Background: an optimization exercise with open tools, aiming at small area. Do not read the settings as production practice.
In this exercise RTL edits were held to simulation tests only and were not proved equivalent to the original.
The clock port is modelled as an ideal driver; clocking choices that lean on that would not hold on a real chip.
Power figures rest on the tool's default switching activity, not on a simulated workload.

## top_2displays_counters
module top_2displays_counters
  (
    input wire          clk,
    input wire  [1:0]   BTNC_flat,
    input wire          CPU_RESETN,
    output logic [7:0]  anode_flat,
    output logic [15:0] cathode_flat,
    output logic        pmod_anodeSel,
    output logic [6:0]  pmod_cathode,
    output logic [23:0] LED_flat
   );
  logic reset, reset_d1, reset_d2;
  async_reset resetCleaner
    (
     .clk(clk), .CPU_RESETN(CPU_RESETN),
     .reset(reset), .reset_d1(reset_d1), .reset_d2(reset_d2)
    );
  logic [1:0] button_down;
  logic [1:0][7:0] hex, dec;
  logic [1:0][6:0] seg;
  logic [1:0] anode_count;
  seven_segment refresh_i
    (
     .clk(clk), .reset(reset_d1), .anode_count(anode_count)
    );
  generate
    genvar i;
    for (i = 0; i < 2; i = i + 1) begin : connects
      btn_debouncer btnClean_i
        (
         .clk(clk), .reset(reset), .BTNC(BTNC_flat[i]),
         .button_down_d2(button_down[i])
        );
      counter counter_i
        (
         .clk(clk), .reset(reset_d2), .button_down(button_down[i]),
         .hex(hex[i]), .dec(dec[i])
        );
      logic [3:0] digit;
      always_comb begin
        case (anode_count)
          2'd0: digit = dec[i][3:0];
          2'd1: digit = dec[i][7:4];
          2'd2: digit = hex[i][3:0];
          default: digit = hex[i][7:4];
        endcase
      end
      cathode_top ct_i (.encoded(digit), .cathode(seg[i]));
      assign anode_flat[4*i +: 4] = ~(4'b0001 << (2'd3 - anode_count));
  ...
==> module btn_debouncer, before the edit <==
module btn_debouncer
  (
    input wire    clk,
    input wire    reset,
    input wire    BTNC,
    output logic  button_down_d2
   );
  logic [2:0] button_sync;
  logic       counter_en;
  logic [7:0] button_debouncer;
  logic       button_down, button_down_d1;
  logic       rising, keep;
  logic [8:0] carry;
  assign rising = button_sync[1] & ~button_sync[2];
  assign keep   = ~reset & (counter_en | rising);
  assign carry[0] = counter_en;
  generate
    genvar k;
    for (k = 0; k < 8; k = k + 1) begin : inc
      assign carry[k+1] = carry[k] & button_debouncer[k];
    end
  endgenerate
  always @(posedge clk) begin
    button_sync      <= {button_sync[1:0], BTNC};
    button_debouncer <= (button_debouncer ^ carry[7:0]) & {8{keep}};
    counter_en       <= ~reset & ~carry[8] & button_sync[1] & (counter_en | ~button_sync[2]);
    button_down      <= ~reset & carry[8];
    button_down_d1   <= button_down;
    button_down_d2   <= button_down_d1;
  end
endmodule  
==> module top_2displays_counters, before the edit <==
module top_2displays_counters
  (
    input wire          clk,
    input wire  [1:0]   BTNC_flat,
    input wire          CPU_RESETN,
    output logic [7:0]  anode_flat,
    output logic [15:0] cathode_flat,
    output logic        pmod_anodeSel,
    output logic [6:0]  pmod_cathode,
    output logic [23:0] LED_flat
   );
  logic reset, reset_d1, reset_d2;
  async_reset resetCleaner
    (
     .clk(clk), .CPU_RESETN(CPU_RESETN),
     .reset(reset), .reset_d1(reset_d1), .reset_d2(reset_d2)
    );
  logic [1:0] button_down;
  logic [1:0][7:0] hex, dec;
  logic [1:0][6:0] seg;
  logic [1:0] anode_count;
  seven_segment refresh_i
    (
     .clk(clk), .reset(reset_d1), .anode_count(anode_count)
    );
  generate
    genvar i;
    for (i = 0; i < 2; i = i + 1) begin : connects
      btn_debouncer btnClean_i
        (
         .clk(clk), .reset(reset), .BTNC(BTNC_flat[i]),
         .button_down_d2(button_down[i])
        );
      counter counter_i
        (
         .clk(clk), .reset(reset_d2), .button_down(button_down[i]),
         .hex(hex[i]), .dec(dec[i])
        );
      logic [3:0] digit;
      always_comb begin
        case (anode_count)
          2'd0: digit = dec[i][3:0];
          2'd1: digit = dec[i][7:4];
          2'd2: digit = hex[i][3:0];
          default: digit = hex[i][7:4];
        endcase
      end
      cathode_top ct_i (.encoded(digit), .cathode(seg[i]));
      assign anode_flat[4*i +: 4] = ~(4'b0001 << (2'd3 - anode_count));
      assign cathode_flat[8*i +: 8] = {1'b1, seg[i]};
    end
  endgenerate
  logic [6:0] pmod_seg;
  cathode_top ct_pmod_i
    (
     .encoded(anode_count[0] ? hex[0][7:4] : hex[0][3:0]),
     .cathode(pmod_seg)
    );
  assign pmod_cathode  = pmod_seg;
  assign pmod_anodeSel = ~anode_count[0];
  logic [6:0] led0, led1, led2;
  seven_segment_pmod led0_i (.clk(clk), .sel(anode_count == 2'd2), .live(~seg[0]), .value(led0));
  seven_segment_pmod led1_i (.clk(clk), .sel(anode_count == 2'd3), .live(~seg[0]), .value(led1));
  seven_segment_pmod led2_i (.clk(clk), .sel(~anode_count[0]),     .live(pmod_seg), .value(led2));
  assign LED_flat = {1'b1, led2, 1'b0, led1, 1'b0, led0};
endmodule  
Settings: LEC_CHECK=0, CAP_MARGIN=20, CORE_MARGIN=2, CORE_UTILIZATION=40, SLEW_MARGIN=20; clock period 10.0 ns.
standard.sh (not shown) runs the stock make flow with config.mk's settings and CLKGATE_MAP_FILE= SYNTH_SCRIPT=/design/flow/synth_recipe.tcl, a recipe that flattens the netlist after the stock synthesis.
==> flow/flow/run.sh <==
#!/bin/bash
# Standard ORFS layout (standard.sh) with these changes:
#  - synthesis without the half/full-adder extraction and the Kogge-Stone
#    adder map, and with an area-oriented ABC script (flow/area.abc) in place
#    of the delay-oriented one; registers are mapped exactly as in the
#    standard synthesis;
#  - port buffers use the smallest buffer cell;
#  - CTS with clkbuf_8 and no dummy loads, then each clock buffer shrunk to
#    the smallest size that keeps the clock pins' slew within a target
#    (flow/shrink.tcl).
set -euo pipefail
HERE=$(pwd)
{ cat <<'TCL'
proc abc {args} {
  set i [lsearch -exact $args -script]
  if {$i >= 0} { set args [lreplace $args [expr {$i + 1}] [expr {$i + 1}] $::env(AREA_ABC_SCRIPT)] }
  puts "abc (area script): $args"
  yosys abc {*}$args
}
TCL
cat synth_recipe.tcl; } > flow_synth.tcl
export AREA_ABC_SCRIPT=$HERE/flow/area.abc
SYN=(ADDER_MAP_FILE= SYNTH_OPERATIONS_ARGS=-nofsm SYNTH_SCRIPT=$HERE/flow_synth.tcl)
CTS="-sink_clustering_enable -dont_use_dummy_load -buf_list sky130_fd_sc_hd__clkbuf_8 -sink_clustering_size 50 -sink_clustering_max_diameter 200"
bash standard.sh "${SYN[@]}" synth > synth.log 2>&1
grep -q "abc (area script)" orfs/logs/sky130hd/top_2displays_counters/base/1_2_yosys.log
bash standard.sh "${SYN[@]}" \
  "BUFFER_PORTS_ARGS=-buffer_cell sky130_fd_sc_hd__buf_1" SKIP_REPAIR_TIE_FANOUT=1 \
  "CTS_ARGS=$CTS" "POST_CTS_TCL=$HERE/flow/shrink.tcl" finish > finish.log 2>&1
Other scripts of this flow, unchanged in this note and not shown: flow/flow/area.abc, flow/flow/shrink.tcl
Change:
--- a/flow/design.v
+++ b/flow/design.v
@@ -19,4 +19,5 @@
     input wire    clk,
     input wire    reset,
+    input wire    reset_d2,
     input wire    BTNC,
     output logic  button_down_d2
@@ -25,5 +26,6 @@
   logic       counter_en;
   logic [7:0] button_debouncer;
-  logic       button_down, button_down_d1;
+  logic       fire;
+  logic [1:0] pulse;    
   logic       rising, keep;
   logic [8:0] carry;
@@ -31,4 +33,6 @@
   assign keep   = ~reset & (counter_en | rising);
   assign carry[0] = counter_en;
+  assign fire = ~reset & carry[8];
+  assign button_down_d2 = pulse[1] & ~pulse[0];
   generate
     genvar k;
@@ -41,7 +45,5 @@
     button_debouncer <= (button_debouncer ^ carry[7:0]) & {8{keep}};
     counter_en       <= ~reset & ~carry[8] & button_sync[1] & (counter_en | ~button_sync[2]);
-    button_down      <= ~reset & carry[8];
-    button_down_d1   <= button_down;
-    button_down_d2   <= button_down_d1;
+    pulse            <= {pulse[0], ~reset_d2 & (fire | (pulse[0] & ~pulse[1]))};
   end
 endmodule  
@@ -169,5 +171,5 @@
       btn_debouncer btnClean_i
         (
-         .clk(clk), .reset(reset), .BTNC(BTNC_flat[i]),
+         .clk(clk), .reset(reset), .reset_d2(reset_d2), .BTNC(BTNC_flat[i]),
          .button_down_d2(button_down[i])
         );
After rerunning: The changed run finished with timing, DRC and antenna clean; total power drops by a few percent; setup slack gets worse by 700 ps; cell area is about the same; fmax goes down by roughly a tenth; combinational power is lower by about a fifth; die area increases slightly; utilization climbs by 0.11 points; synthesized cell count went up slightly.

re-timing with driven ports:
Ports are ideal in the flow. The routed layouts listed here were re-timed in OpenROAD. Step 1, drivers: a clkbuf_16 drives clk and a buf_2 each remaining input, both assumed. Step 2 also shifts input and output timing later by t, the mid clock arrival at the registers, as if the neighbouring blocks saw the same clock. Three values: ideal ports, drivers, drivers and shift; two values: the first two.
| run | t (ns) | slack for setup (ns) | latest minus earliest clock arrival (ns) | pins driven straight from the clock port |
|---|---|---|---|---|
| the first run | 0.536 | 3.637 / 3.608 / 4.144 | 0.034 / 0.034 | 1 |
| the second run | 0.764 | 2.941 / 2.911 / 3.675 | 0.038 / 0.039 | 1 |
After both steps setup and hold are still met in every run listed.
